Source: an optimization exercise on an open RTL-to-GDS flow (aim: small area and a short achievable clock period). Production flows keep margins and buffers that such runs may drop.
Where RTL was checked, it was by simulation tests only, not by an equivalence proof against the original.
Only the layout flow was run in runs 1 and 2; the RTL was not checked for function there.
The flow treats the clock pin as an ideal source. Dropping or thinning the clock tree relies on that and would not hold on a real chip.
No activity file was given, so power comes from the tool's default toggle rates.

===== flow/constraint.sdc =====
create_clock -name core_clock -period 3.0 [get_ports {clk}]
set_input_delay 0.6000 -clock core_clock [delete_from_list [all_inputs] [get_ports {clk}]]
set_output_delay 0.6000 -clock core_clock [all_outputs]
set_load 0.01 [all_outputs]

===== flow/flow/run.sh =====
#!/bin/bash
set -euo pipefail
here=$(cd "$(dirname "$0")" && pwd)
export BUFFER_PORTS_ARGS="-buffer_cell sky130_fd_sc_hd__buf_2"
export CTS_ARGS="-sink_clustering_enable -repair_clock_nets -dont_use_dummy_load -sink_clustering_size 25 -sink_clustering_max_diameter 80"
export PRE_CTS_TCL="$here/cts_root.tcl"
export FLOW_CLOCK_PORT=clk
bash standard.sh > make.log 2>&1

===== flow/design.v =====
module test_wrapper #(
	parameter SYS_VERSION = 41,
	parameter WIDTH = 16,
	parameter NUM_SUB_MON = 3
)(
	input clk,
	input reset,
	input       [5:0] slave_address,
	input             slave_read,
	input             slave_write,
	input      [31:0] slave_writedata,
	output reg [31:0] slave_readdata,
	output [15:0] dut_a,
	output [15:0] dut_b,
	input  [15:0] dut_out
);
	wire [7:0] we;
	wire [6:0] rs;
	wire       rd_hold;
	wire [7:0] we_hi;
	wire [6:0] rs_hi;
	wire       rd_hold_hi;
	host_dec u_host_dec_hi (
		.addr(slave_address), .rd(slave_read), .wr(slave_write),
		.we(we_hi), .rs(rs_hi), .hold(rd_hold_hi)
	);
	host_dec u_host_dec (
		.addr(slave_address), .rd(slave_read), .wr(slave_write),
		.we(we), .rs(rs), .hold(rd_hold)
	);
	reg [31:0] ctrl;
	wire [31:0] ctrl_next = {we_hi[0] ? slave_writedata[31:16] : ctrl[31:16],
	                         we[0]    ? slave_writedata[15:0]  : ctrl[15:0]};
	reg        fsel;
	reg [15:0] man_a, man_b, set_a, set_b, clr_a, clr_b;
	always @(posedge clk)
		ctrl <= ctrl_next;
	always @(posedge clk) begin
		if (we[1]) fsel  <= slave_writedata[0];
		if (we[6]) clr_a <= slave_writedata[15:0];
		if (we[7]) clr_b <= slave_writedata[15:0];
	end
	reg [15:0] stg_data;
	reg [3:0]  stg_we;
	reg        fsel_d;
	always @(posedge clk) begin
		stg_data <= slave_writedata[15:0];
		stg_we   <= we[5:2];
		fsel_d   <= fsel;
	end
	always @(posedge clk) begin
		if (stg_we[0]) man_a <= stg_data;
		if (stg_we[1]) man_b <= stg_data;
		if (stg_we[2]) set_a <= stg_data;
		if (stg_we[3]) set_b <= stg_data;
	end
	wire rst    = ctrl[0];
	wire en     = ctrl[1];
	wire freeze = ctrl[2];
	reg [31:0] ra, rb;
	reg        rst_d, en_d, rst_dd, en_dd, zero_d, zero_dd;
	function [31:0] lfsr_step(input [31:0] r);
		lfsr_step = {r[0], r[31], r[30] ^ r[0], r[29:27], r[26] ^ r[0], r[25] ^ r[0], r[24:1]};
	endfunction
	always @(posedge clk) begin
		rst_d  <= rst;
		en_d   <= en;
		rst_dd <= rst_d;
		en_dd  <= en_d;
	end
	always @(posedge clk)
		if (rst_dd) begin
			ra <= 32'hCAFEF00D;
			rb <= 32'hFEEDC0DE;
		end else if (en_dd) begin
			ra <= lfsr_step(ra);
			rb <= lfsr_step(rb);
		end
	localparam S_IDLE = 2'd0, S_READY = 2'd1, S_COUNT = 2'd2, S_DONE = 2'd3;
	reg [1:0] tstate;
	reg [3:0] delay_count;
	reg [3:0] out_count;
	wire dut_zero = ~|dut_out;
	always @(posedge clk)
		if (rst)
			tstate <= S_IDLE;
		else case (tstate)
			S_IDLE : if (dut_zero)   tstate <= S_READY;
			S_READY: if (&out_count) tstate <= S_COUNT;
			S_COUNT: if (dut_zero)   tstate <= S_DONE;
			default:                 tstate <= S_DONE;
		endcase
	always @(posedge clk)
		if (rst)
			delay_count <= 4'hF;
		else if (tstate == S_COUNT)
			delay_count <= delay_count + 1'b1;
	always @(posedge clk)
		if (rst || tstate == S_DONE || fsel)
			out_count <= 4'h0;
		else
			out_count <= out_count + 1'b1;
	reg [15:0] fa_0, fb_0;
	always @(posedge clk) begin
		zero_d  <= rst || &out_count;
		zero_dd <= zero_d;
	end
	wire [15:0] a_0  = zero_dd ? 16'h0 : ra[15:0];
	wire [15:0] b_0  = zero_dd ? 16'h0 : rb[15:0];
	wire [15:0] sa_0 = fsel_d ? man_a : a_0 | set_a;
	wire [15:0] sb_0 = fsel_d ? man_b : b_0 | set_b;
	always @(posedge clk)
		if (!fsel) begin
			fa_0 <= sa_0 & ~clr_a;
			fb_0 <= sb_0 & ~clr_b;
		end else begin
			fa_0 <= sa_0;
			fb_0 <= sb_0;
		end
	assign dut_a = fa_0;
	assign dut_b = fb_0;
	wire       sel = fa_0[0] & fb_0[0];
	wire [7:0] lo_p = fa_0[7:0] ^ fb_0[7:0];
	wire [7:0] lo_g = fa_0[7:0] & fb_0[7:0];
	wire [8:0] lo_c;
	pfx_carries u_lo_carries (.g(lo_g), .p(lo_p), .c_in(1'b0), .c(lo_c));
	wire [8:0] lo_sum = {lo_c[8], lo_p ^ lo_c[7:0]};
	reg  [7:0] r1_lo, r1_p, r1_g;
	reg        r1_c;
	always @(posedge clk) begin
		r1_lo <= sel ? fb_0[7:0]  : lo_sum[7:0];
		r1_c  <= sel ? 1'b0       : lo_sum[8];
		r1_p  <= sel ? fb_0[15:8] : fa_0[15:8] ^ fb_0[15:8];
		r1_g  <= sel ? 8'h00      : fa_0[15:8] & fb_0[15:8];
	end
	wire [8:0] hi_c;
	pfx_carries u_hi_carries (.g(r1_g), .p(r1_p), .c_in(r1_c), .c(hi_c));
	reg [15:0] ref2;
	always @(posedge clk)
		ref2 <= {r1_p ^ hi_c[7:0], r1_lo};
	wire [15:0] x = dut_out ^ ref2;
	integer i;
	reg [4:0] lzc;
	always @(*) begin
		lzc = 5'd16;
		for (i = 0; i < 16; i = i + 1)
			if (x[i]) lzc = 5'd15 - i;
	end
	reg [4:0] lz1, lz2, lz3, lz4, lz5;
	always @(posedge clk) begin
		lz1 <= lzc;
		lz2 <= lz1;
		lz3 <= lz2;
		lz4 <= lz3;
		lz5 <= lz4;
	end
	reg [3:0] rdy_ctr;
	always @(posedge clk)
		if (rst)
			rdy_ctr <= 4'd0;
		else if (!rdy_ctr[3])
			rdy_ctr <= rdy_ctr + 1'b1;
	wire ready = rdy_ctr[3];
	reg sb_en;
	wire sb_en_next = !ctrl_next[2] && !rst && (rdy_ctr[3] || &rdy_ctr[2:0]);
	always @(posedge clk)
		sb_en <= sb_en_next;
	reg [31:0] data_ctr, error_ctr;
	reg [4:0]  acc, maxacc, minacc;
	reg err_en;
	always @(posedge clk)
		err_en <= sb_en_next && !lz4[4];
	reg [2:0] data_f, error_f;
	wire [3:0] data_ci  = {sb_en  & (&data_f),  sb_en  & (&data_f[1:0]),  sb_en  & data_f[0],  sb_en};
	wire [3:0] error_ci = {err_en & (&error_f), err_en & (&error_f[1:0]), err_en & error_f[0], err_en};
	reg rst_cnt;
	always @(posedge clk)
		rst_cnt <= ctrl_next[0];
	integer j;
	always @(posedge clk)
		if (rst_cnt) begin
			data_ctr  <= 32'h0;
			error_ctr <= 32'h0;
			data_f    <= 3'b000;
			error_f   <= 3'b000;
		end else begin
			for (j = 0; j < 4; j = j + 1) begin
				if (data_ci[j])
					data_ctr[8 * j +: 8] <= data_ctr[8 * j +: 8] + 1'b1;
				if (error_ci[j])
					error_ctr[8 * j +: 8] <= error_ctr[8 * j +: 8] + 1'b1;
			end
			for (j = 0; j < 3; j = j + 1) begin
				data_f[j]  <= &data_ctr[8 * j + 1 +: 7]  & (data_ctr[8 * j]  ^ data_ci[j]);
				error_f[j] <= &error_ctr[8 * j + 1 +: 7] & (error_ctr[8 * j] ^ error_ci[j]);
			end
		end
	always @(posedge clk)
		acc <= ready ? lz5 : 5'd16;
	always @(posedge clk)
		if (rst) begin
			maxacc <= 5'd0;
			minacc <= 5'd16;
		end else if (sb_en) begin
			if (acc > maxacc) maxacc <= acc;
			if (acc < minacc) minacc <= acc;
		end
	wire        done = (tstate == S_DONE);
	wire [31:0] dut_delay = done ? {28'h0, delay_count} : 32'hFFFFFFFF;
	wire [31:0] sysver = SYS_VERSION;
	wire [31:0] maxacc_w = {26'h0, maxacc[4], 1'b0, maxacc[3:0]};
	wire [31:0] minacc_w = {26'h0, minacc[4], 1'b0, minacc[3:0]};
	wire [31:0] rd_next;
	genvar gb;
	generate
		for (gb = 0; gb < 32; gb = gb + 1) begin: rdbit
			wire [6:0] rsb   = (gb < 16) ? rs : rs_hi;
			wire       holdb = (gb < 16) ? rd_hold : rd_hold_hi;
			wire n_c, n_d, n_e, n_f, n_h, a_cdef;
			cell_nand2 u_c (.a(rsb[0]), .b(ctrl[gb]), .y(n_c));
			cell_nand2 u_d (.a(rsb[2]), .b(dut_delay[gb]), .y(n_d));
			cell_nand2 u_e (.a(rsb[3]), .b(data_ctr[gb]), .y(n_e));
			cell_nand2 u_f (.a(rsb[4]), .b(error_ctr[gb]), .y(n_f));
			cell_nand2 u_h (.a(holdb), .b(slave_readdata[gb]), .y(n_h));
			cell_and4  u_cdef (.a(n_c), .b(n_d), .c(n_e), .d(n_f), .y(a_cdef));
			if (gb == 4 || gb > 5) begin: narrow
				cell_nand2 u_y (.a(a_cdef), .b(n_h), .y(rd_next[gb]));
			end else begin: wide
				wire n_mx, n_mn, a_rest;
				cell_nand2 u_mx (.a(rsb[5]), .b(maxacc_w[gb]), .y(n_mx));
				cell_nand2 u_mn (.a(rsb[6]), .b(minacc_w[gb]), .y(n_mn));
				if ((SYS_VERSION >> gb) & 1) begin: sv1
					wire n_sv;
					cell_inv  u_sv (.a(rsb[1]), .y(n_sv));
					cell_and4 u_rest (.a(n_h), .b(n_mx), .c(n_mn), .d(n_sv), .y(a_rest));
				end else begin: sv0
					cell_and3 u_rest (.a(n_h), .b(n_mx), .c(n_mn), .y(a_rest));
				end
				cell_nand2 u_y (.a(a_cdef), .b(a_rest), .y(rd_next[gb]));
			end
		end
	endgenerate
	always @(posedge clk)
		slave_readdata <= rd_next;
endmodule
module pfx_carries (
	input  [7:0] g,
	input  [7:0] p,
	input        c_in,
	output [8:0] c
);
	wire [7:0] gl [0:3];
	wire [7:0] pl [0:3];
	wire       g0;
	pfx_g u_cin (.gh(g[0]), .ph(p[0]), .gl(c_in), .g(g0));
	assign gl[0] = {g[7:1], g0};
	assign pl[0] = p;
	genvar l, k;
	generate
		for (l = 0; l < 3; l = l + 1) begin: lvl
			for (k = 0; k < 8; k = k + 1) begin: bt
				if (k & (1 << l)) begin: node
					pfx_g u_g (
						.gh(gl[l][k]), .ph(pl[l][k]), .gl(gl[l][((k >> l) << l) - 1]),
						.g(gl[l + 1][k])
					);
					if (((k >> (l + 1)) << (l + 1)) != 0 && l < 2) begin: prop
						pfx_p u_p (
							.ph(pl[l][k]), .pl(pl[l][((k >> l) << l) - 1]),
							.p(pl[l + 1][k])
						);
					end else begin: noprop
						assign pl[l + 1][k] = 1'b0;
					end
				end else begin: pass
					assign gl[l + 1][k] = gl[l][k];
					assign pl[l + 1][k] = pl[l][k];
				end
			end
		end
	endgenerate
	assign c = {gl[3], c_in};
endmodule
module pfx_g (
	input  gh, ph, gl,
	output g
);
	assign g = gh | (ph & gl);
endmodule
module pfx_p (
	input  ph, pl,
	output p
);
	assign p = ph & pl;
endmodule
module host_dec (
	input  [5:0] addr,
	input        rd,
	input        wr,
	output [7:0] we,
	output [6:0] rs,
	output       hold
);
	wire writing = wr & ~rd;
	wire reading = rd & ~wr;
	assign we = {8{writing}} & {addr == 6'h28, addr == 6'h24, addr == 6'h20, addr == 6'h1C,
	                          addr == 6'h18, addr == 6'h14, addr == 6'h10, addr == 6'h00};
	assign rs = {7{reading}} & {addr == 6'h3C, addr == 6'h38, addr == 6'h34, addr == 6'h30,
	                          addr == 6'h2C, addr == 6'h04, addr == 6'h00};
	assign hold = ~|rs;
endmodule
module cell_nand2 (input a, b, output y);
	assign y = ~(a & b);
endmodule
module cell_and3 (input a, b, c, output y);
	assign y = a & b & c;
endmodule
module cell_and4 (input a, b, c, d, output y);
	assign y = a & b & c & d;
endmodule
module cell_inv (input a, output y);
	assign y = ~a;
endmodule

===== flow/flow/cts_root.tcl =====
rename clock_tree_synthesis my_tritoncts
proc clock_tree_synthesis { args } {
  my_tritoncts {*}$args
  my_drop_root_buffer
}

proc my_drop_root_buffer { } {
  set block [ord::get_db_block]
  set port_net [$block findNet $::env(FLOW_CLOCK_PORT)]
  set roots {}
  foreach it [$port_net getITerms] { lappend roots $it }
  if { [llength $roots] != 1 } { puts "drop_root: port drives [llength $roots] pins, kept"; return }
  set rit [lindex $roots 0]
  set root [$rit getInst]
  if { ![string match "sky130_fd_sc_hd__clkbuf_*" [[$root getMaster] getName]] } { puts "drop_root: no root buffer"; return }
  set root_net "NULL"
  foreach it [$root getITerms] {
    if { [$it isOutputSignal] } { set root_net [$it getNet] }
  }
  set loads {}
  foreach it [$root_net getITerms] {
    if { [$it isOutputSignal] } { continue }
    if { ![string match "sky130_fd_sc_hd__clkbuf_*" [[[$it getInst] getMaster] getName]] } {
      puts "drop_root: root drives a non-buffer, kept"; return
    }
    lappend loads $it
  }
  if { [llength $loads] > 4 } { puts "drop_root: root drives [llength $loads] buffers, kept"; return }
  foreach it $loads {
    $it disconnect
    $it connect $port_net
  }
  foreach it [$root getITerms] { $it disconnect }
  odb::dbInst_destroy $root
  odb::dbNet_destroy $root_net
  puts "drop_root: the clock port drives [llength $loads] buffers directly"
}

===== flow/config.mk =====
export PLATFORM = sky130hd
export DESIGN_NAME = test_wrapper
export DESIGN_NICKNAME = test_wrapper
export VERILOG_FILES = /design/flow/design.v
export SDC_FILE = /design/flow/constraint.sdc
export NUM_CORES = 4
export LEC_CHECK = 0
export ABC_AREA = 1
export CAP_MARGIN = 20
export CORE_MARGIN = 2
export CORE_UTILIZATION = 40
export SETUP_SLACK_MARGIN = 1.4
export SLEW_MARGIN = 20
export SYNTH_HIERARCHICAL = 1

===== flow/standard.sh =====
#!/bin/bash
# synth_recipe.tcl (not shown) runs the flow's synth.tcl, then flattens the netlist and writes it again
# the make line also repeats each setting of config.mk as NAME=value (left out here)
make -C /OpenROAD-flow-scripts/flow DESIGN_CONFIG=/design/flow/config.mk WORK_HOME=/design/flow/orfs CLKGATE_MAP_FILE= SYNTH_SCRIPT=/design/flow/synth_recipe.tcl "${@:-finish}"

==> results of run 1 <==
## power by group
part / switching [W] / total (W) / internal (W)
combinational: 0.000254 / 0.000423 / 0.000169
sequential: 0.0000710 / 0.00643 / 0.00636
clock: 0.00181 / 0.00323 / 0.00142
total: 0.00213 / 0.0101 / 0.00796
## sequential cells by signal (all words and copies together) (netlist names), 8 cells and up
name / count
ra: 32
stg_data: 16
r1_lo: 8
set_a: 16
data_ctr: 32
set_b: 16
man_a: 16
fb_0: 16
man_b: 16
error_ctr: 32
r1_p: 8
fa_0: 16
ctrl: 32
clr_b: 16
ref2: 16
clr_a: 16
slave_readdata: 32
rb: 32
## stage by stage
step           setup slack (ps)  cell area (µm²)  power, W
3_3_place_gp                837            18300   0.00698
4_1_cts                    1400            19200    0.0102
3_5_place_dp                809            18300   0.00699
6_report                   1400            19800    0.0101
5_1_grt                    1310            19800    0.0105
2_1_floorplan              1070            17200   0.00677
## cell usage in the layout, fill, tap and decap left out, types with 5 or more instances in the layout
master and count:
sky130_fd_sc_hd__nand3_2 5, sky130_fd_sc_hd__nor2_4 20, sky130_fd_sc_hd__nor2_2 9, sky130_fd_sc_hd__nand2_2 18, sky130_fd_sc_hd__dfxtp_1 285, sky130_fd_sc_hd__clkbuf_16 24, sky130_fd_sc_hd__nand2_4 5, sky130_fd_sc_hd__buf_12 10
sky130_fd_sc_hd__nor4_1 13, sky130_fd_sc_hd__a21oi_1 103, sky130_fd_sc_hd__nor3_1 22, sky130_fd_sc_hd__dfxtp_2 31, sky130_fd_sc_hd__inv_2 8, sky130_fd_sc_hd__and3_1 8, sky130_fd_sc_hd__mux2_2 8, sky130_fd_sc_hd__buf_4 42
sky130_fd_sc_hd__dfxtp_4 6, sky130_fd_sc_hd__xor2_1 15, sky130_fd_sc_hd__inv_1 146, sky130_fd_sc_hd__nor2_1 204, sky130_fd_sc_hd__nand3_1 59, sky130_fd_sc_hd__clkinvlp_4 5, sky130_fd_sc_hd__o21ai_0 71, sky130_fd_sc_hd__buf_2 111
sky130_fd_sc_hd__edfxtp_1 128, sky130_fd_sc_hd__o21ai_1 10, sky130_fd_sc_hd__nand2_1 513, sky130_fd_sc_hd__a221oi_1 32, sky130_fd_sc_hd__ha_1 33, sky130_fd_sc_hd__xnor2_1 19, sky130_fd_sc_hd__nor3_2 6
## metal layers
layer | GRT usage | wire (µm)
met1 | 0.235 | 18100
met2 | 0.301 | 18900
met3 | 0.0230 | 1520
met4 | 0.0362 | 629
met5 | 0 | 13
## area by class of cell
| cell class | instances | area (µm²) | area share |
|---|---|---|---|
| well taps | 539 | 674 | 0.0341 |
| inverters | 167 | 667 | 0.0337 |
| repair inverters | 2 | 10.0 | 0.000506 |
| repair buffers | 172 | 1180 | 0.0596 |
| clock buffers | 24 | 601 | 0.0304 |
| flip-flops and latches | 450 | 10400 | 0.524 |
| multi-input cells | 1215 | 6290 | 0.318 |
## repair_timing
item / in CTS / in global routing
resized for setup: 41 / 96
gates cloned: 2 / 2
pin swaps: 7 / 23
setup endpoints to repair: 151 / 97
buffers inserted: 10 / 27
## worst paths after layout
kind / from / endpoint
setup reg to reg: acc[1] / maxacc[0]
hold / removal: slave_writedata[6] / stg_data[6]
hold reg to reg: lz3[3] / lz4[3]
setup / recovery: acc[1] / maxacc[0]
==> run summary, run 1 <==
- Static Leakage: about 8.5 nW
- Setup clock skew after layout: between 60 and 70 ps
- Horizontal die dimension: roughly 210 µm
- Avg Synthesized Cell Area: between 9 and 10 µm²
- Final setup fails: 0
- Quantity of hold-fixing buffers added after cts: 0
- Routed length per instance: between 15 and 20 µm
- Largest net degree at the start of global routing: 68
- Number of global-route vias before repair: about 12000
- RSZ-0062 raised after global routing: true
- Initial Utilization: 0.407
- Residual overflow from global routing: 0
- Tightest hold margin: ~300 ps
- Fraction of final layout cells with drive strength greater than 1: 0.170
- Cell Count Post-Placement: approximately 2500
- Worst min-delay path category: input pin to flop
- Number of standard cells after synthesis: 1889
- Port-buffer cells: 120
- Number of placement rows: 75
- Total core area: 42000 µm²
- Power per cell area: 510 nW/µm²
- Kind of end point of the critical path: flop
- VDD IR-drop max: 0.404 mV
- Crit-path slowest cell: sky130_fd_sc_hd__dfxtp_2
- Setup slack of the most critical reg-to-reg path: 1400 ps
- Utilization after layout: 0.470
- Initial antenna violation count: 1
- Number of remaining DRC errors: 0
- Top fanout value on the critical path: 5
- Max Clk Rate: approximately 630 MHz
- Initial DRC count: ~820
- Share of the clock period used by the worst path after layout: 0.532
- Number of diodes: 0
- Number of nets in the finished design: roughly 2100
- Warnings from Yosys: 8
- Vias: ~12000
- Total length of routed wires: slightly below 40000 µm
- Weighted congestion reported at the end of routability-driven placement: just over 0.8
- Number of clock sinks: between 400 and 500
- Number of gates on the worst path with buffers counted: 6
- Die area: approximately 44000 µm²
- Critical path buffer and inverter count: 1
- Startpoint kind of the worst setup timing path: flop
- Clock transition time at the flip-flop clock pins of the worst setup and hold paths: roughly 90 ps
- CP delay by family, top: compound AO/OA/AOI/OAI gates
- Arrival @ worst endpoint: 1910 ps
- Syn Std Cell Area: 17100 µm²
- Outcome: complete, no violations
- Reg2reg path depth: 6
- Die boundary height: roughly 210 µm
- Final TNS setup: 0 ps
- Startpoint-to-endpoint class of the critical path: flop to flop
- Worst hold stages: 1
- Overall fraction of global-route tracks in use: 0.174
- DP HPWL: roughly 27000 µm
- Global-route wire length before repair: roughly 62000 µm
- Stage delay of the slowest cell on the critical path: between 300 and 400 ps
- Area delta synth->final: 15.7%
- Final count of hold timing violations: 0
- Insertion delay to the later sink of the worst-skew pair: around 430 ps
- Post-Layout Cell Count: around 2600
- Worst-case headroom to the max-slew limit: 0.294
- Remaining antenna violation count: 0
- Number of max-slew violations in the final report: 0
- Critical Path, Cell by Cell: ha_1, nand4_1, o221ai_2, nand2_2, buf_4, a21oi_1
- Max-cap violation count: 0
- Pre-Repair DR Iteration Count: 5
- Required time of the critical path: 3310 ps
- Layout fillers: between 3000 and 4000
- Final min period: roughly 1600 ps
- Ports placed on the boundary: between 100 and 150
- Slew at the pin closest to its max-slew limit: around 1100 ps
- Drt via density: a little under 5
==> run 2, diff against run 1 <==
--- a/flow/design.v
+++ b/flow/design.v
@@ -18,11 +18,4 @@
 	wire [6:0] rs;
 	wire       rd_hold;
-	wire [7:0] we_hi;
-	wire [6:0] rs_hi;
-	wire       rd_hold_hi;
-	host_dec u_host_dec_hi (
-		.addr(slave_address), .rd(slave_read), .wr(slave_write),
-		.we(we_hi), .rs(rs_hi), .hold(rd_hold_hi)
-	);
 	host_dec u_host_dec (
 		.addr(slave_address), .rd(slave_read), .wr(slave_write),
@@ -30,6 +23,5 @@
 	);
 	reg [31:0] ctrl;
-	wire [31:0] ctrl_next = {we_hi[0] ? slave_writedata[31:16] : ctrl[31:16],
-	                         we[0]    ? slave_writedata[15:0]  : ctrl[15:0]};
+	wire [31:0] ctrl_next = we[0] ? slave_writedata : ctrl;
 	reg        fsel;
 	reg [15:0] man_a, man_b, set_a, set_b, clr_a, clr_b;
@@ -38,20 +30,10 @@
 	always @(posedge clk) begin
 		if (we[1]) fsel  <= slave_writedata[0];
+		if (we[2]) man_a <= slave_writedata[15:0];
+		if (we[3]) man_b <= slave_writedata[15:0];
+		if (we[4]) set_a <= slave_writedata[15:0];
+		if (we[5]) set_b <= slave_writedata[15:0];
 		if (we[6]) clr_a <= slave_writedata[15:0];
 		if (we[7]) clr_b <= slave_writedata[15:0];
-	end
-	reg [15:0] stg_data;
-	reg [3:0]  stg_we;
-	reg        fsel_d;
-	always @(posedge clk) begin
-		stg_data <= slave_writedata[15:0];
-		stg_we   <= we[5:2];
-		fsel_d   <= fsel;
-	end
-	always @(posedge clk) begin
-		if (stg_we[0]) man_a <= stg_data;
-		if (stg_we[1]) man_b <= stg_data;
-		if (stg_we[2]) set_a <= stg_data;
-		if (stg_we[3]) set_b <= stg_data;
 	end
 	wire rst    = ctrl[0];
@@ -59,19 +41,17 @@
 	wire freeze = ctrl[2];
 	reg [31:0] ra, rb;
-	reg        rst_d, en_d, rst_dd, en_dd, zero_d, zero_dd;
+	reg        rst_d, en_d, zero_d;
 	function [31:0] lfsr_step(input [31:0] r);
 		lfsr_step = {r[0], r[31], r[30] ^ r[0], r[29:27], r[26] ^ r[0], r[25] ^ r[0], r[24:1]};
 	endfunction
 	always @(posedge clk) begin
-		rst_d  <= rst;
-		en_d   <= en;
-		rst_dd <= rst_d;
-		en_dd  <= en_d;
-	end
-	always @(posedge clk)
-		if (rst_dd) begin
+		rst_d <= rst;
+		en_d  <= en;
+	end
+	always @(posedge clk)
+		if (rst_d) begin
 			ra <= 32'hCAFEF00D;
 			rb <= 32'hFEEDC0DE;
-		end else if (en_dd) begin
+		end else if (en_d) begin
 			ra <= lfsr_step(ra);
 			rb <= lfsr_step(rb);
@@ -101,18 +81,18 @@
 		else
 			out_count <= out_count + 1'b1;
-	reg [15:0] fa_0, fb_0;
-	always @(posedge clk) begin
-		zero_d  <= rst || &out_count;
-		zero_dd <= zero_d;
-	end
-	wire [15:0] a_0  = zero_dd ? 16'h0 : ra[15:0];
-	wire [15:0] b_0  = zero_dd ? 16'h0 : rb[15:0];
-	wire [15:0] sa_0 = fsel_d ? man_a : a_0 | set_a;
-	wire [15:0] sb_0 = fsel_d ? man_b : b_0 | set_b;
+	reg [15:0] sa_0, sb_0, fa_0, fb_0;
+	always @(posedge clk)
+		zero_d <= rst || &out_count;
+	wire [15:0] a_0 = zero_d ? 16'h0 : ra[15:0];
+	wire [15:0] b_0 = zero_d ? 16'h0 : rb[15:0];
 	always @(posedge clk)
 		if (!fsel) begin
+			sa_0 <= a_0 | set_a;
+			sb_0 <= b_0 | set_b;
 			fa_0 <= sa_0 & ~clr_a;
 			fb_0 <= sb_0 & ~clr_b;
 		end else begin
+			sa_0 <= man_a;
+			sb_0 <= man_b;
 			fa_0 <= sa_0;
 			fb_0 <= sb_0;
@@ -174,10 +154,7 @@
 	wire [3:0] data_ci  = {sb_en  & (&data_f),  sb_en  & (&data_f[1:0]),  sb_en  & data_f[0],  sb_en};
 	wire [3:0] error_ci = {err_en & (&error_f), err_en & (&error_f[1:0]), err_en & error_f[0], err_en};
-	reg rst_cnt;
-	always @(posedge clk)
-		rst_cnt <= ctrl_next[0];
 	integer j;
 	always @(posedge clk)
-		if (rst_cnt) begin
+		if (rst) begin
 			data_ctr  <= 32'h0;
 			error_ctr <= 32'h0;
@@ -212,33 +189,8 @@
 	wire [31:0] minacc_w = {26'h0, minacc[4], 1'b0, minacc[3:0]};
 	wire [31:0] rd_next;
-	genvar gb;
-	generate
-		for (gb = 0; gb < 32; gb = gb + 1) begin: rdbit
-			wire [6:0] rsb   = (gb < 16) ? rs : rs_hi;
-			wire       holdb = (gb < 16) ? rd_hold : rd_hold_hi;
-			wire n_c, n_d, n_e, n_f, n_h, a_cdef;
-			cell_nand2 u_c (.a(rsb[0]), .b(ctrl[gb]), .y(n_c));
-			cell_nand2 u_d (.a(rsb[2]), .b(dut_delay[gb]), .y(n_d));
-			cell_nand2 u_e (.a(rsb[3]), .b(data_ctr[gb]), .y(n_e));
-			cell_nand2 u_f (.a(rsb[4]), .b(error_ctr[gb]), .y(n_f));
-			cell_nand2 u_h (.a(holdb), .b(slave_readdata[gb]), .y(n_h));
-			cell_and4  u_cdef (.a(n_c), .b(n_d), .c(n_e), .d(n_f), .y(a_cdef));
-			if (gb == 4 || gb > 5) begin: narrow
-				cell_nand2 u_y (.a(a_cdef), .b(n_h), .y(rd_next[gb]));
-			end else begin: wide
-				wire n_mx, n_mn, a_rest;
-				cell_nand2 u_mx (.a(rsb[5]), .b(maxacc_w[gb]), .y(n_mx));
-				cell_nand2 u_mn (.a(rsb[6]), .b(minacc_w[gb]), .y(n_mn));
-				if ((SYS_VERSION >> gb) & 1) begin: sv1
-					wire n_sv;
-					cell_inv  u_sv (.a(rsb[1]), .y(n_sv));
-					cell_and4 u_rest (.a(n_h), .b(n_mx), .c(n_mn), .d(n_sv), .y(a_rest));
-				end else begin: sv0
-					cell_and3 u_rest (.a(n_h), .b(n_mx), .c(n_mn), .y(a_rest));
-				end
-				cell_nand2 u_y (.a(a_cdef), .b(a_rest), .y(rd_next[gb]));
-			end
-		end
-	endgenerate
+	assign rd_next = ({32{rs[0]}} & ctrl) | ({32{rs[1]}} & sysver) | ({32{rs[2]}} & dut_delay) |
+	                 ({32{rs[3]}} & data_ctr) | ({32{rs[4]}} & error_ctr) |
+	                 ({32{rs[5]}} & maxacc_w) | ({32{rs[6]}} & minacc_w) |
+	                 ({32{rd_hold}} & slave_readdata);
 	always @(posedge clk)
 		slave_readdata <= rd_next;
@@ -310,14 +262,2 @@
 	assign hold = ~|rs;
 endmodule
-module cell_nand2 (input a, b, output y);
-	assign y = ~(a & b);
-endmodule
-module cell_and3 (input a, b, c, output y);
-	assign y = a & b & c;
-endmodule
-module cell_and4 (input a, b, c, d, output y);
-	assign y = a & b & c & d;
-endmodule
-module cell_inv (input a, output y);
-	assign y = ~a;
-endmodule
==> flow/flow/run.sh (replaced) <==
#!/bin/bash
set -euo pipefail
here=$(cd "$(dirname "$0")" && pwd)
export BUFFER_PORTS_ARGS="-buffer_cell sky130_fd_sc_hd__buf_2"
export CTS_ARGS="-sink_clustering_enable -repair_clock_nets -dont_use_dummy_load"
export PRE_CTS_TCL="$here/cts_root.tcl"
export FLOW_CLOCK_PORT=clk
bash standard.sh > make.log 2>&1
==> run 2 against run 1 <==
Still clean on timing, DRC and antenna. Core utilization rose by 1.9 points. Via count fell by 0.61%. Hold slack improved by 18 ps. Largest power group unchanged.
==> run summary, run 2 <==
- Die area: 43800 µm²
- Most common cell after layout, fill and taps aside: sky130_fd_sc_hd__dfxtp_1
- Ports placed on the boundary: 122
- Outcome: complete, no violations
- Residual overflow from global routing: 0
- Horizontal die dimension: about 210 µm
- Total length of routed wires: slightly above 40000 µm
- Slew at the pin closest to its max-slew limit: a little over 700 ps
- Startpoint kind of the worst setup timing path: input pin
- Met2 routed wirelength: ~19000 µm
- Hold Crit Start: lz1[4]
- Setup clock skew after layout: around 67 ps
- Worst min-delay path category: flop to flop
- Routed length per instance: ~17 µm
- Kind of end point of the critical path: flop
- Startpoint-to-endpoint class of the critical path: input pin to flop
- Setup slack after placement: between 600 and 700 ps
- Number of max-slew violations in the final report: 0
- Max Clk Rate: between 500 and 600 MHz
- Final Worst Setup Slack: about 1200 ps
- Fraction of final layout cells with drive strength greater than 1: 0.209
- Max-cap violation count: 0
- Final setup fails: 0
- DP HPWL: ~26000 µm
- Weighted congestion reported at the end of routability-driven placement: around 0.87
- Number of placement rows: 75
- Setup slack of the most critical reg-to-reg path: about 1300 ps
- Arrival @ worst endpoint: about 2000 ps
- Terminating pin of the worst hold path: lz2[4]
- Area delta synth->final: 21.4%
- Share of the clock period used by the worst path after layout: 0.589
- RSZ-0062 raised after global routing: true
- Initial DRC count: 690
- VDD IR-drop max: just over 0.4 mV
- Overall fraction of global-route tracks in use: 0.182
- Static Leakage: between 8 and 9 nW
- Syn Std Cell Area: 16800 µm²
- Final count of hold timing violations: 0
- Met3 wire len: 2360 µm
- Port-buffer cells: between 100 and 150
- Layout fillers: around 3800
- Post-Route M1 WL: roughly 18000 µm
- Power per cell area: around 570 nW/µm²
- Initial antenna violation count: 2
- Number of clock sinks: ~460
- Pre-Repair DR Iteration Count: 5
- Vias: approximately 12000
- Final TNS setup: 0 ps
- Die boundary height: ~210 µm
- Worst-case headroom to the max-slew limit: 0.525
- Warnings from Yosys: 8
- Tightest hold margin: between 300 and 400 ps
- Reg2reg path depth: 8
- Total core area: 41800 µm²
- R2R Path End: minacc[0]
- Number of global-route vias before repair: about 12000
- Final min period: about 1800 ps
- Drt via density: between 5 and 6
- Required time of the critical path: 3250 ps
- Avg Synthesized Cell Area: 9.63 µm²
- Insertion delay to the later sink of the worst-skew pair: slightly below 400 ps
- Remaining antenna violation count: 0
- Launch point of the worst reg-to-reg path: minacc[4]
- Number of remaining DRC errors: 0
- Global-route wire length before repair: 62600 µm
- Worst hold stages: 0
- Clock transition time at the flip-flop clock pins of the worst setup and hold paths: 50 ps
- Highest routing layer actually used: met4
- Largest net degree at the start of global routing: 68
- Leading cell types in the layout, fill and taps excluded: sky130_fd_sc_hd__dfxtp_1 (314), sky130_fd_sc_hd__nand2_1 (298), sky130_fd_sc_hd__inv_1 (147)
- Number of nets in the finished design: ~2000
- Top fanout value on the critical path: 7
- Number of standard cells after synthesis: 1750
- Utilization after layout: 0.490
- Initial Utilization: 0.404
- Quantity of hold-fixing buffers added after cts: 0
==> run 2: cell types whose count changed in the layout (fill, tap and decap cells not counted), moves of 10 or more <==
cell,delta
sky130_fd_sc_hd__a21boi_0,+32
sky130_fd_sc_hd__a221oi_1,-25
sky130_fd_sc_hd__a221oi_2,+15
sky130_fd_sc_hd__clkbuf_16,+20
sky130_fd_sc_hd__dfxtp_1,+29
sky130_fd_sc_hd__dfxtp_2,-17
sky130_fd_sc_hd__nand2_1,-215
sky130_fd_sc_hd__nand2_4,+18
sky130_fd_sc_hd__nand3_1,+12
sky130_fd_sc_hd__nor2_1,-78
sky130_fd_sc_hd__nor3_1,+10
sky130_fd_sc_hd__o21ai_0,+40
sky130_fd_sc_hd__o21ai_1,+10
==> run 2: worst max path at each step <==
stage,end,startpoint,cells past startpoint,slack [ps]
after floorplan,err_en,slave_address[1],6,830
after global placement,slave_readdata[25],slave_address[1],11,680
after detailed placement,slave_readdata[4],slave_address[1],12,640
after CTS,slave_readdata[7],slave_write,13,1270
after global routing,slave_readdata[23],slave_address[1],13,1170
final,slave_readdata[4],slave_address[1],13,1230
==> run 2: timing repair <==
action	4_1_cts	5_1_grt
endpoints found under the setup margin	150	97
resized for setup	113	105
pin swaps	23	37
gates cloned	5	1
setup buffers	25	21
==> run 2: cell type report <==
type	count	area, µm²	area share
Timing Repair Buffer	187	1430	0.0698
Multi-Input combinational cell	1054	6110	0.299
Tap cell	539	674	0.0330
Timing Repair inverter	1	7.51	0.000367
Clock buffer	44	1100	0.0538
Sequential cell	458	10500	0.512
Antenna cell	1	2.50	0.000122
Inverter	164	654	0.0320
==> run 2: metal layers <==
| layer | vias to the layer above | GRT usage |
|---|---|---|
| met3 | 77 | 0.0383 |
| li1 | 6105 | - |
| met2 | 293 | 0.292 |
| met1 | 5805 | 0.245 |
| met5 | - | 0 |
| met4 | 0 | 0.0643 |
==> run 2: report_power, final <==
part | internal (W) | total, W | switching, W
registers | 0.00648 | 0.00656 | 0.0000853
clock network | 0.00257 | 0.00459 | 0.00203
logic | 0.000259 | 0.000570 | 0.000311
total | 0.00930 | 0.0117 | 0.00242
==> run 2: per-stage QoR <==
step,cell area (µm²),instances,total power [W]
2_1_floorplan,17000,1751,0.00691
3_3_place_gp,18100,2351,0.00713
3_5_place_dp,18100,2351,0.00714
4_1_cts,19900,2425,0.0118
5_1_grt,20400,2447,0.0121
6_report,20400,2448,0.0117
==> run 2: worst max-delay path, stage by stage <==
cell and delay [ps]:
sky130_fd_sc_hd__buf_6 100, sky130_fd_sc_hd__nor2_4 180, sky130_fd_sc_hd__nand2_4 90, sky130_fd_sc_hd__nor2_1 150, sky130_fd_sc_hd__nor2_2 70, sky130_fd_sc_hd__nand2_2 80, sky130_fd_sc_hd__nor2_4 90, sky130_fd_sc_hd__buf_12 160
sky130_fd_sc_hd__buf_4 140, sky130_fd_sc_hd__nand2_4 40, sky130_fd_sc_hd__o21ai_2 50, sky130_fd_sc_hd__a221oi_2 200, sky130_fd_sc_hd__nand2_1 70
==> run 3, diff against run 2 <==
--- a/flow/design.v
+++ b/flow/design.v
@@ -30,10 +30,20 @@
 	always @(posedge clk) begin
 		if (we[1]) fsel  <= slave_writedata[0];
-		if (we[2]) man_a <= slave_writedata[15:0];
-		if (we[3]) man_b <= slave_writedata[15:0];
-		if (we[4]) set_a <= slave_writedata[15:0];
-		if (we[5]) set_b <= slave_writedata[15:0];
 		if (we[6]) clr_a <= slave_writedata[15:0];
 		if (we[7]) clr_b <= slave_writedata[15:0];
+	end
+	reg [15:0] stg_data;
+	reg [3:0]  stg_we;
+	reg        fsel_d;
+	always @(posedge clk) begin
+		stg_data <= slave_writedata[15:0];
+		stg_we   <= we[5:2];
+		fsel_d   <= fsel;
+	end
+	always @(posedge clk) begin
+		if (stg_we[0]) man_a <= stg_data;
+		if (stg_we[1]) man_b <= stg_data;
+		if (stg_we[2]) set_a <= stg_data;
+		if (stg_we[3]) set_b <= stg_data;
 	end
 	wire rst    = ctrl[0];
@@ -41,17 +51,19 @@
 	wire freeze = ctrl[2];
 	reg [31:0] ra, rb;
-	reg        rst_d, en_d, zero_d;
+	reg        rst_d, en_d, rst_dd, en_dd, zero_d, zero_dd;
 	function [31:0] lfsr_step(input [31:0] r);
 		lfsr_step = {r[0], r[31], r[30] ^ r[0], r[29:27], r[26] ^ r[0], r[25] ^ r[0], r[24:1]};
 	endfunction
 	always @(posedge clk) begin
-		rst_d <= rst;
-		en_d  <= en;
-	end
-	always @(posedge clk)
-		if (rst_d) begin
+		rst_d  <= rst;
+		en_d   <= en;
+		rst_dd <= rst_d;
+		en_dd  <= en_d;
+	end
+	always @(posedge clk)
+		if (rst_dd) begin
 			ra <= 32'hCAFEF00D;
 			rb <= 32'hFEEDC0DE;
-		end else if (en_d) begin
+		end else if (en_dd) begin
 			ra <= lfsr_step(ra);
 			rb <= lfsr_step(rb);
@@ -81,18 +93,18 @@
 		else
 			out_count <= out_count + 1'b1;
-	reg [15:0] sa_0, sb_0, fa_0, fb_0;
-	always @(posedge clk)
-		zero_d <= rst || &out_count;
-	wire [15:0] a_0 = zero_d ? 16'h0 : ra[15:0];
-	wire [15:0] b_0 = zero_d ? 16'h0 : rb[15:0];
+	reg [15:0] fa_0, fb_0;
+	always @(posedge clk) begin
+		zero_d  <= rst || &out_count;
+		zero_dd <= zero_d;
+	end
+	wire [15:0] a_0  = zero_dd ? 16'h0 : ra[15:0];
+	wire [15:0] b_0  = zero_dd ? 16'h0 : rb[15:0];
+	wire [15:0] sa_0 = fsel_d ? man_a : a_0 | set_a;
+	wire [15:0] sb_0 = fsel_d ? man_b : b_0 | set_b;
 	always @(posedge clk)
 		if (!fsel) begin
-			sa_0 <= a_0 | set_a;
-			sb_0 <= b_0 | set_b;
 			fa_0 <= sa_0 & ~clr_a;
 			fb_0 <= sb_0 & ~clr_b;
 		end else begin
-			sa_0 <= man_a;
-			sb_0 <= man_b;
 			fa_0 <= sa_0;
 			fb_0 <= sb_0;
@@ -154,7 +166,10 @@
 	wire [3:0] data_ci  = {sb_en  & (&data_f),  sb_en  & (&data_f[1:0]),  sb_en  & data_f[0],  sb_en};
 	wire [3:0] error_ci = {err_en & (&error_f), err_en & (&error_f[1:0]), err_en & error_f[0], err_en};
+	reg rst_cnt;
+	always @(posedge clk)
+		rst_cnt <= ctrl_next[0];
 	integer j;
 	always @(posedge clk)
-		if (rst) begin
+		if (rst_cnt) begin
 			data_ctr  <= 32'h0;
 			error_ctr <= 32'h0;
@@ -189,8 +204,31 @@
 	wire [31:0] minacc_w = {26'h0, minacc[4], 1'b0, minacc[3:0]};
 	wire [31:0] rd_next;
-	assign rd_next = ({32{rs[0]}} & ctrl) | ({32{rs[1]}} & sysver) | ({32{rs[2]}} & dut_delay) |
-	                 ({32{rs[3]}} & data_ctr) | ({32{rs[4]}} & error_ctr) |
-	                 ({32{rs[5]}} & maxacc_w) | ({32{rs[6]}} & minacc_w) |
-	                 ({32{rd_hold}} & slave_readdata);
+	genvar gb;
+	generate
+		for (gb = 0; gb < 32; gb = gb + 1) begin: rdbit
+			wire n_c, n_d, n_e, n_f, n_h, a_cdef;
+			cell_nand2 u_c (.a(rs[0]), .b(ctrl[gb]), .y(n_c));
+			cell_nand2 u_d (.a(rs[2]), .b(dut_delay[gb]), .y(n_d));
+			cell_nand2 u_e (.a(rs[3]), .b(data_ctr[gb]), .y(n_e));
+			cell_nand2 u_f (.a(rs[4]), .b(error_ctr[gb]), .y(n_f));
+			cell_nand2 u_h (.a(rd_hold), .b(slave_readdata[gb]), .y(n_h));
+			cell_and4  u_cdef (.a(n_c), .b(n_d), .c(n_e), .d(n_f), .y(a_cdef));
+			if (gb == 4 || gb > 5) begin: narrow
+				cell_nand2 u_y (.a(a_cdef), .b(n_h), .y(rd_next[gb]));
+			end else begin: wide
+				wire n_mx, n_mn, a_rest;
+				cell_nand2 u_mx (.a(rs[5]), .b(maxacc_w[gb]), .y(n_mx));
+				cell_nand2 u_mn (.a(rs[6]), .b(minacc_w[gb]), .y(n_mn));
+				if ((SYS_VERSION >> gb) & 1) begin: sv1
+					wire n_sv;
+					cell_inv  u_sv (.a(rs[1]), .y(n_sv));
+					cell_and4 u_rest (.a(n_h), .b(n_mx), .c(n_mn), .d(n_sv), .y(a_rest));
+				end else begin: sv0
+					cell_and3 u_rest (.a(n_h), .b(n_mx), .c(n_mn), .y(a_rest));
+				end
+				cell_nand2 u_y (.a(a_cdef), .b(a_rest), .y(rd_next[gb]));
+			end
+		end
+	endgenerate
 	always @(posedge clk)
 		slave_readdata <= rd_next;
@@ -262,2 +300,14 @@
 	assign hold = ~|rs;
 endmodule
+module cell_nand2 (input a, b, output y);
+	assign y = ~(a & b);
+endmodule
+module cell_and3 (input a, b, c, output y);
+	assign y = a & b & c;
+endmodule
+module cell_and4 (input a, b, c, d, output y);
+	assign y = a & b & c & d;
+endmodule
+module cell_inv (input a, output y);
+	assign y = ~a;
+endmodule
==> flow/flow/run.sh (replaced) <==
#!/bin/bash
set -euo pipefail
here=$(cd "$(dirname "$0")" && pwd)
export BUFFER_PORTS_ARGS="-buffer_cell sky130_fd_sc_hd__buf_2"
export CTS_ARGS="-sink_clustering_enable -repair_clock_nets -dont_use_dummy_load -sink_clustering_size 25 -sink_clustering_max_diameter 80"
export PRE_CTS_TCL="$here/cts_root4.tcl"
export FLOW_CLOCK_PORT=clk
bash standard.sh > make.log 2>&1
==> flow/flow/cts_root4.tcl (new file) <==
rename clock_tree_synthesis my_tritoncts
proc clock_tree_synthesis { args } {
  my_tritoncts {*}$args
  if { [my_drop_root_buffer] } {
    my_split_first_level
  }
}

proc my_is_clkbuf { inst } {
  return [string match "sky130_fd_sc_hd__clkbuf_*" [[$inst getMaster] getName]]
}

proc my_drop_root_buffer { } {
  set block [ord::get_db_block]
  set port_net [$block findNet $::env(FLOW_CLOCK_PORT)]
  set roots {}
  foreach it [$port_net getITerms] { lappend roots $it }
  if { [llength $roots] != 1 } { puts "drop_root: port drives [llength $roots] pins, kept"; return 0 }
  set root [[lindex $roots 0] getInst]
  if { ![my_is_clkbuf $root] } { puts "drop_root: no root buffer"; return 0 }
  set root_net "NULL"
  foreach it [$root getITerms] {
    if { [$it isOutputSignal] } { set root_net [$it getNet] }
  }
  set loads {}
  foreach it [$root_net getITerms] {
    if { [$it isOutputSignal] } { continue }
    if { ![my_is_clkbuf [$it getInst]] } { puts "drop_root: root drives a non-buffer, kept"; return 0 }
    lappend loads $it
  }
  if { [llength $loads] > 4 } { puts "drop_root: root drives [llength $loads] buffers, kept"; return 0 }
  foreach it $loads {
    $it disconnect
    $it connect $port_net
  }
  foreach it [$root getITerms] { $it disconnect }
  odb::dbInst_destroy $root
  odb::dbNet_destroy $root_net
  puts "drop_root: the clock port drives [llength $loads] buffers directly"
  return 1
}

proc my_split_first_level { } {
  set block [ord::get_db_block]
  set port_net [$block findNet $::env(FLOW_CLOCK_PORT)]
  set n 0
  while { [llength [$port_net getITerms]] < 4 } {
    # the first-level buffer with the most loads
    set best "NULL"
    set best_loads {}
    foreach it [$port_net getITerms] {
      set inst [$it getInst]
      set onet "NULL"
      foreach ot [$inst getITerms] { if { [$ot isOutputSignal] } { set onet [$ot getNet] } }
      set loads {}
      foreach lt [$onet getITerms] { if { ![$lt isOutputSignal] } { lappend loads $lt } }
      if { [llength $loads] > [llength $best_loads] } { set best $inst; set best_loads $loads }
    }
    if { [llength $best_loads] < 2 } { break }
    # split the loads along the wider side of their bounding box
    set xs {}; set ys {}
    foreach lt $best_loads {
      set loc [[$lt getInst] getLocation]
      lappend xs [lindex $loc 0]; lappend ys [lindex $loc 1]
    }
    set xs_s [lsort -integer $xs]; set ys_s [lsort -integer $ys]
    set dx [expr {[lindex $xs_s end] - [lindex $xs_s 0]}]
    set dy [expr {[lindex $ys_s end] - [lindex $ys_s 0]}]
    set axis [expr {$dx >= $dy ? 0 : 1}]
    set keyed {}
    foreach lt $best_loads {
      lappend keyed [list [lindex [[$lt getInst] getLocation] $axis] $lt]
    }
    set keyed [lsort -integer -index 0 $keyed]
    set half [expr {[llength $keyed] / 2}]
    set move [lrange $keyed $half end]
    set stay [lrange $keyed 0 [expr {$half - 1}]]
    set name "clkbuf_split_${n}_clk"
    set new_inst [odb::dbInst_create $block [$best getMaster] $name]
    set new_net [odb::dbNet_create $block "clknet_split_${n}_clk"]
    $new_net setSigType CLOCK
    [$new_inst findITerm A] connect $port_net
    [$new_inst findITerm X] connect $new_net
    foreach kv $move {
      set lt [lindex $kv 1]
      $lt disconnect
      $lt connect $new_net
    }
    # each buffer goes to the centre of its loads
    foreach pair [list [list $best $stay] [list $new_inst $move]] {
      set inst [lindex $pair 0]
      set sx 0; set sy 0; set k 0
      foreach kv [lindex $pair 1] {
        set loc [[[lindex $kv 1] getInst] getLocation]
        incr sx [lindex $loc 0]; incr sy [lindex $loc 1]; incr k
      }
      $inst setLocation [expr {$sx / $k}] [expr {$sy / $k}]
      $inst setPlacementStatus PLACED
    }
    incr n
    puts "split: $name takes [llength $move] of the loads of [$best getName]"
  }
}
--- a/flow/config.mk
+++ b/flow/config.mk
@@ -10,5 +10,5 @@
 export CORE_MARGIN = 2
 export CORE_UTILIZATION = 40
-export SETUP_SLACK_MARGIN = 1.4
+export SETUP_SLACK_MARGIN = 1.45
 export SLEW_MARGIN = 20
 export SYNTH_HIERARCHICAL = 1
removed: flow/flow/cts_root.tcl
==> run 3 against run 2 <==
Fmax rose by 7.3%. Critical path type unchanged. Critical endpoint is now slave_readdata[13]. Clock power down 26%. Core utilization decreased by 1.4 points. Sequential power shrank 2%. Sequential cell count is 8 lower. Power fell by 12%. Register-to-register slack better by 140 ps. Synthesized cell count is 5.4% higher. Area after synthesis rose by 0.29%. Via count rose by 0.73%. Still clean. Worst setup slack gained 120 ps.
==> run summary, run 3 <==
- Slew at the pin closest to its max-slew limit: between 1000 and 1500 ps
- RSZ-0062 raised after global routing: true
- Startpoint-to-endpoint class of the critical path: input pin to flop
- Top fanout value on the critical path: 7
- Layout fillers: around 4000
- Launch point of the worst reg-to-reg path: fsel
- Power per cell area: between 500 and 600 nW/µm²
- Share of the clock period used by the worst path after layout: 0.549
- Total length of routed wires: approximately 40000 µm
- Terminating pin of the worst hold path: ref2[4]
- Total core area: ~42000 µm²
- Initial Utilization: 0.404
- Remaining antenna violation count: 0
- Initial DRC count: slightly above 800
- FF/Latch Area: slightly above 10000 µm²
- Number of clock sinks: 450
- Multi-input logic area: between 6000 and 7000 µm²
- Critical Path, Cell by Cell: buf_8, nor2_4, buf_6, nand2_8, nor2_2, nor2_1, nand2_1, nor2_4, clkbuf_16, clkbuf_16, nand2_1, nand2_1
- Most common cell after layout, fill and taps aside: sky130_fd_sc_hd__nand2_1
- Setup slack of the most critical reg-to-reg path: 1450 ps
- Kind of end point of the critical path: flop
- Largest net degree at the start of global routing: 65
- Reg2reg path depth: 3
- Overall fraction of global-route tracks in use: 0.175
- CP delay by family, top: simple AND/OR/NAND/NOR gates
- DP HPWL: ~27000 µm
- Avg Synthesized Cell Area: 9.16 µm²
- Fraction of final layout cells with drive strength greater than 1: 0.193
- Number of global-route vias before repair: about 12000
- Stage delay of the slowest cell on the critical path: roughly 200 ps
- Clock transition time at the flip-flop clock pins of the worst setup and hold paths: 90 ps
- Area delta synth->final: 17.7%
- Final setup fails: 0
- VDD IR-drop max: 0.285 mV
- Leading cell types in the layout, fill and taps excluded: sky130_fd_sc_hd__nand2_1 (474), sky130_fd_sc_hd__dfxtp_1 (292), sky130_fd_sc_hd__nor2_1 (195)
- Outcome: complete, no violations
- Setup clock skew after layout: about 45 ps
- Initial antenna violation count: 8
- Hold Crit Start: r1_lo[4]
- R2R Path End: fb_0[5]
- Most frequent cell on the critical path: sky130_fd_sc_hd__nand2_1
- Startpoint kind of the worst setup timing path: input pin
- Setup slack after placement: 809 ps
- Number of nets in the finished design: 2089
- Number of remaining DRC errors: 0
- Final Worst Setup Slack: ~1400 ps
- Vias: roughly 12000
- Insertion delay to the later sink of the worst-skew pair: around 350 ps
- Static Leakage: about 8.6 nW
- Arrival @ worst endpoint: ~1900 ps
- Routed length per instance: ~16 µm
- Port-buffer cells: 120
- Final count of hold timing violations: 0
- Max Clk Rate: 607 MHz
- Number of max-slew violations in the final report: 0
- Quantity of hold-fixing buffers added after cts: 0
- Worst hold stages: 0
- Final min period: around 1600 ps
- Crit-path slowest cell: sky130_fd_sc_hd__nor2_4
- Worst-case headroom to the max-slew limit: 0.306
- Utilization after layout: 0.475
- Global-route wire length before repair: around 60000 µm
- Die boundary height: ~210 µm
- Required time of the critical path: ~3200 ps
- Ports placed on the boundary: ~120
- Worst min-delay path category: flop to flop
- Pre-Repair DR Iteration Count: 5
- Weighted congestion reported at the end of routability-driven placement: about 0.84
- Warnings from Yosys: 8
- Horizontal die dimension: ~210 µm
- Max-cap violation count: 0
- Final TNS setup: 0 ps
- Drt via density: between 4 and 5
- Number of standard cells after synthesis: 1845
- Critical path buffer and inverter count: 4
- Residual overflow from global routing: 0
- Die area: between 40000 and 50000 µm²
- Syn Std Cell Area: between 15000 and 20000 µm²
- Number of placement rows: 75
[run 3: cell types whose count changed in the layout (fill, tap and decap cells not counted), moves of 13 or more]
cell                        change
sky130_fd_sc_hd__buf_4         -14
sky130_fd_sc_hd__nand2_1      +176
sky130_fd_sc_hd__clkbuf_16     -14
sky130_fd_sc_hd__dfxtp_1       -22
sky130_fd_sc_hd__a21oi_1       -13
sky130_fd_sc_hd__nor2_1        +69
sky130_fd_sc_hd__a221oi_1      +18
sky130_fd_sc_hd__inv_1         -18
sky130_fd_sc_hd__a21boi_0      -32
sky130_fd_sc_hd__o21ai_0       -40
[run 3: layer usage]
layer,track usage,routed length (µm),vias to the layer above
met3,0.0256,1810,56
met1,0.244,19100,5772
li1,-,-,6304
met5,0,11,-
met2,0.283,17900,236
met4,0.0531,1050,2
[run 3: how the worst max path moves through the flow]
stage               depth (start not counted)             start                  to
floorplan                                   5  slave_address[1]              err_en
global placement                           11  slave_address[3]  slave_readdata[30]
detailed placement                         11  slave_address[3]  slave_readdata[17]
CTS                                        11  slave_address[0]  slave_readdata[17]
global route                               13  slave_address[1]   slave_readdata[2]
finish                                     12  slave_address[1]  slave_readdata[13]
[run 3: cell type report, clock buffers not listed]
class / instances / area share
well taps: 539 / 0.0339
repair buffers: 174 / 0.0631
plain buffers: 2 / 0.00252
diodes: 4 / 0.000503
flip-flops and latches: 450 / 0.520
multi-input cells: 1181 / 0.317
inverters: 157 / 0.0312
repair inverters: 3 / 0.000755
[run 3: report_power, final]
part | internal, W | switching, W
clock | 0.00161 | 0.00180
sequential | 0.00637 | 0.0000915
combinational | 0.000190 | 0.000242
total | 0.00817 | 0.00213
[run 3: metrics by stage]
stage               power [W]  instances  cell area [µm²]  hold WS (ps)
floorplan             0.00676       1846            17000           310
global placement      0.00696       2463            18100           312
detailed placement    0.00697       2463            18100           312
CTS                    0.0104       2494            19000           317
global route           0.0107       2535            19900           318
finish                 0.0103       2535            19900           315
[run 3: what timing repair did]
item,4_1_cts,5_1_grt
endpoints found under the hold margin,0,0
gates cloned,1,7
setup endpoints to repair,178,156
gates resized for setup,37,164
pin swaps,5,52
setup buffers,3,30
[run 3: worst register-to-register path: cells and delay by family, from the launching register on]
kind	cells	cell delay (ps)
AOI/OAI and AO/OA	1	500
buffers and inverters	2	460
DFF	1	460
==> run 4, diff against run 3 <==
--- a/flow/config.mk
+++ b/flow/config.mk
@@ -10,5 +10,5 @@
 export CORE_MARGIN = 2
 export CORE_UTILIZATION = 40
-export SETUP_SLACK_MARGIN = 1.45
+export SETUP_SLACK_MARGIN = 1.4
 export SLEW_MARGIN = 20
 export SYNTH_HIERARCHICAL = 1
==> run 4 against run 3 <==
Still clean. Synthesized cell count stayed put. Routed wire length decreased by 0.94%. Final cell count shrank 0.59%. Final area fell by 1.9%. Critical path depth did not move. Register-to-register slack hardly changed. Global-route usage fell by 0.16 points. Worst setup slack improved by 31 ps. Critical path type unchanged. Critical endpoint is now slave_readdata[14]. Largest cell class unchanged. Largest power group unchanged. Highest routed layer unchanged.
==> run summary, run 4 <==
- Setup slack of the most critical reg-to-reg path: ~1500 ps
- Worst setup path start: slave_address[1]
- Die area: around 44000 µm²
- Number of nets in the finished design: slightly above 2000
- Area delta synth->final: 15.4%
- Worst min-delay path category: flop to flop
- Reg2reg path depth: 7
- Vias: 12400
- Terminating pin of the worst hold path: lz2[2]
- Total length of routed wires: a little under 40000 µm
- Worst hold stages: 0
- Kind of end point of the critical path: flop
- Final min period: approximately 1600 ps
- Fraction of final layout cells with drive strength greater than 1: 0.155
- Setup clock skew after layout: ~60 ps
- Outcome: complete, no violations
- Launch point of the worst reg-to-reg path: maxacc[4]
- Largest net degree at the start of global routing: 62
- Clock transition time at the flip-flop clock pins of the worst setup and hold paths: roughly 90 ps
- Top fanout value on the critical path: 13
- Final count of hold timing violations: 0
- Number of standard cells after synthesis: 1845
- Port-buffer cells: between 100 and 150
- Max-cap violation count: 0
- Global routing's busiest layer: met2
- Number of max-slew violations in the final report: 0
- Number of remaining DRC errors: 0
- Most common cell after layout, fill and taps aside: sky130_fd_sc_hd__nand2_1
- Startpoint kind of the worst setup timing path: input pin
- Horizontal die dimension: 210 µm
- VDD IR-drop max: slightly above 0.3 mV
- Worst-case headroom to the max-slew limit: 0.324
- Initial Utilization: 0.404
- Insertion delay to the later sink of the worst-skew pair: 350 ps
- Multi-input logic area: around 6000 µm²
- Layout fillers: 3941
- Number of global-route vias before repair: 11300
- Weighted congestion reported at the end of routability-driven placement: 0.834
- Drt via density: between 4 and 5
- Final TNS setup: 0 ps
- Initial DRC count: about 1000
- Setup slack after placement: 779 ps
- Number of diodes: 0
- Number of clock sinks: 450
- Tightest hold margin: roughly 330 ps
- Residual overflow from global routing: 0
- FF/Latch Area: a little over 10000 µm²
- Syn Std Cell Area: ~17000 µm²
- R2R Path End: maxacc[3]
- Slew at the pin closest to its max-slew limit: between 1000 and 1500 ps
- Arrival @ worst endpoint: 1830 ps
- Power per cell area: between 500 and 600 nW/µm²
- Share of the clock period used by the worst path after layout: 0.539
- Grt met3 use: 0.0283
- Met2 capacity usage during global routing: 0.274
- Max Clk Rate: a little over 600 MHz
- Required time of the critical path: between 3000 and 4000 ps
- Overall fraction of global-route tracks in use: 0.173
- Routed length per instance: 15.7 µm
- Final Worst Setup Slack: 1380 ps
- Final setup fails: 0
- Hold Crit Start: lz1[2]
- Initial antenna violation count: 4
- Pre-Repair DR Iteration Count: 5
- DP HPWL: 26700 µm
- Die boundary height: 210 µm
- Leading cell types in the layout, fill and taps excluded: sky130_fd_sc_hd__nand2_1 (500), sky130_fd_sc_hd__dfxtp_1 (310), sky130_fd_sc_hd__nor2_1 (196)
- Remaining antenna violation count: 0
- Static Leakage: around 8.5 nW
- Startpoint-to-endpoint class of the critical path: input pin to flop
- Number of placement rows: between 70 and 80
- Total core area: 41900 µm²
- GR met1 Demand/Resource: 0.243
- Warnings from Yosys: 8
- Global-route wire length before repair: 60100 µm
- Avg Synthesized Cell Area: 9.16 µm²
- RSZ-0062 raised after global routing: true
- Ports placed on the boundary: between 100 and 150
## run 4: worst max-delay path, cell delays in order
cell and delay [ps]:
sky130_fd_sc_hd__buf_2 120, sky130_fd_sc_hd__nor2_4 160, sky130_fd_sc_hd__buf_4 150, sky130_fd_sc_hd__nand2_4 60, sky130_fd_sc_hd__nor2_1 120, sky130_fd_sc_hd__nor2_1 70, sky130_fd_sc_hd__nand2_2 70, sky130_fd_sc_hd__nor2_4 50
sky130_fd_sc_hd__buf_12 130, sky130_fd_sc_hd__clkbuf_16 180, sky130_fd_sc_hd__nand2_1 70, sky130_fd_sc_hd__nand2_1 50
## run 4: worst max-delay path by stage
stage	end	cells past startpoint	slack, ps
finish	slave_readdata[14]	12	1380
global route	minacc[4]	9	1360
CTS	fa_0[5]	2	1330
detailed placement	slave_readdata[27]	11	780
global placement	slave_readdata[26]	11	820
floorplan	err_en	5	700
## run 4: metal layers
layer	share of wire	routed length (µm)	up-vias
met4	0.030	1180	4
met5	0.00053	21	-
met1	0.48	18800	5759
met2	0.45	17600	273
met3	0.047	1840	63
li1	-	-	6253
## run 4: area by class of cell, clock buffers not listed
class / instances / area share
plain buffers: 2 / 0.00257
repair buffers: 163 / 0.0582
well taps: 539 / 0.0346
repair inverters: 2 / 0.000641
multi-input cells: 1182 / 0.312
inverters: 157 / 0.0318
flip-flops and latches: 450 / 0.529
## run 4: through the flow
stage | util | cells | area [µm²] | power (W)
floorplan | - | 1846 | 17000 | 0.00676
global placement | 0.434 | 2465 | 18100 | 0.00696
detailed placement | 0.434 | 2465 | 18100 | 0.00697
CTS | 0.455 | 2501 | 19000 | 0.0104
global route | 0.466 | 2520 | 19500 | 0.0106
finish | 0.466 | 2520 | 19500 | 0.0103
## run 4: repair_timing
item	CTS	global route
setup buffers	8	13
pin swaps	2	26
cloned	1	6
gates resized for setup	26	83
hold buffers	0	0
setup endpoints to repair	101	99
## run 4: power by group
part           switching, W  internal (W)  leakage (nW)
Combinational      0.000234      0.000171          4.34
Clock               0.00181       0.00161         0.333
Sequential        0.0000781       0.00637          3.81

## re-timing with driven ports
The flow's constraints put no driver on any port. The routed layouts listed below were extracted and timed again, unchanged, in two steps. Step 1 sets driving cells, clkbuf_16 on the clock port and buf_2 on the other inputs (assumed; they add their load-dependent delay and slew). Step 2 moves the port delays by t, midway between the first and last clock arrival at a register: inputs arrive t later, outputs are due t later. That takes back most of the time a late clock gives input paths. Slacks: ideal / step 1 / step 2; pairs: ideal / step 1.
run	t (ns)	setup slack, ns	worst setup path after step 2	worst register clock-pin slew, ns	pins driven straight from the clock port
run 1	0.478	1.403 / 1.358 / 1.045	input to register	0.10 / 0.10	2
run 2	0.475	1.232 / 1.285 / 0.838	input to register	0.06 / 0.06	4
run 3	0.435	1.352 / 1.325 / 0.982	input to register	0.09 / 0.09	4
run 4	0.433	1.384 / 1.340 / 1.028	input to register	0.09 / 0.09	4
After both steps every run listed still meets setup and hold. For run 2, which loses most, drivers alone change the setup slack by +0.053 ns; drivers and shift together by -0.394 ns.
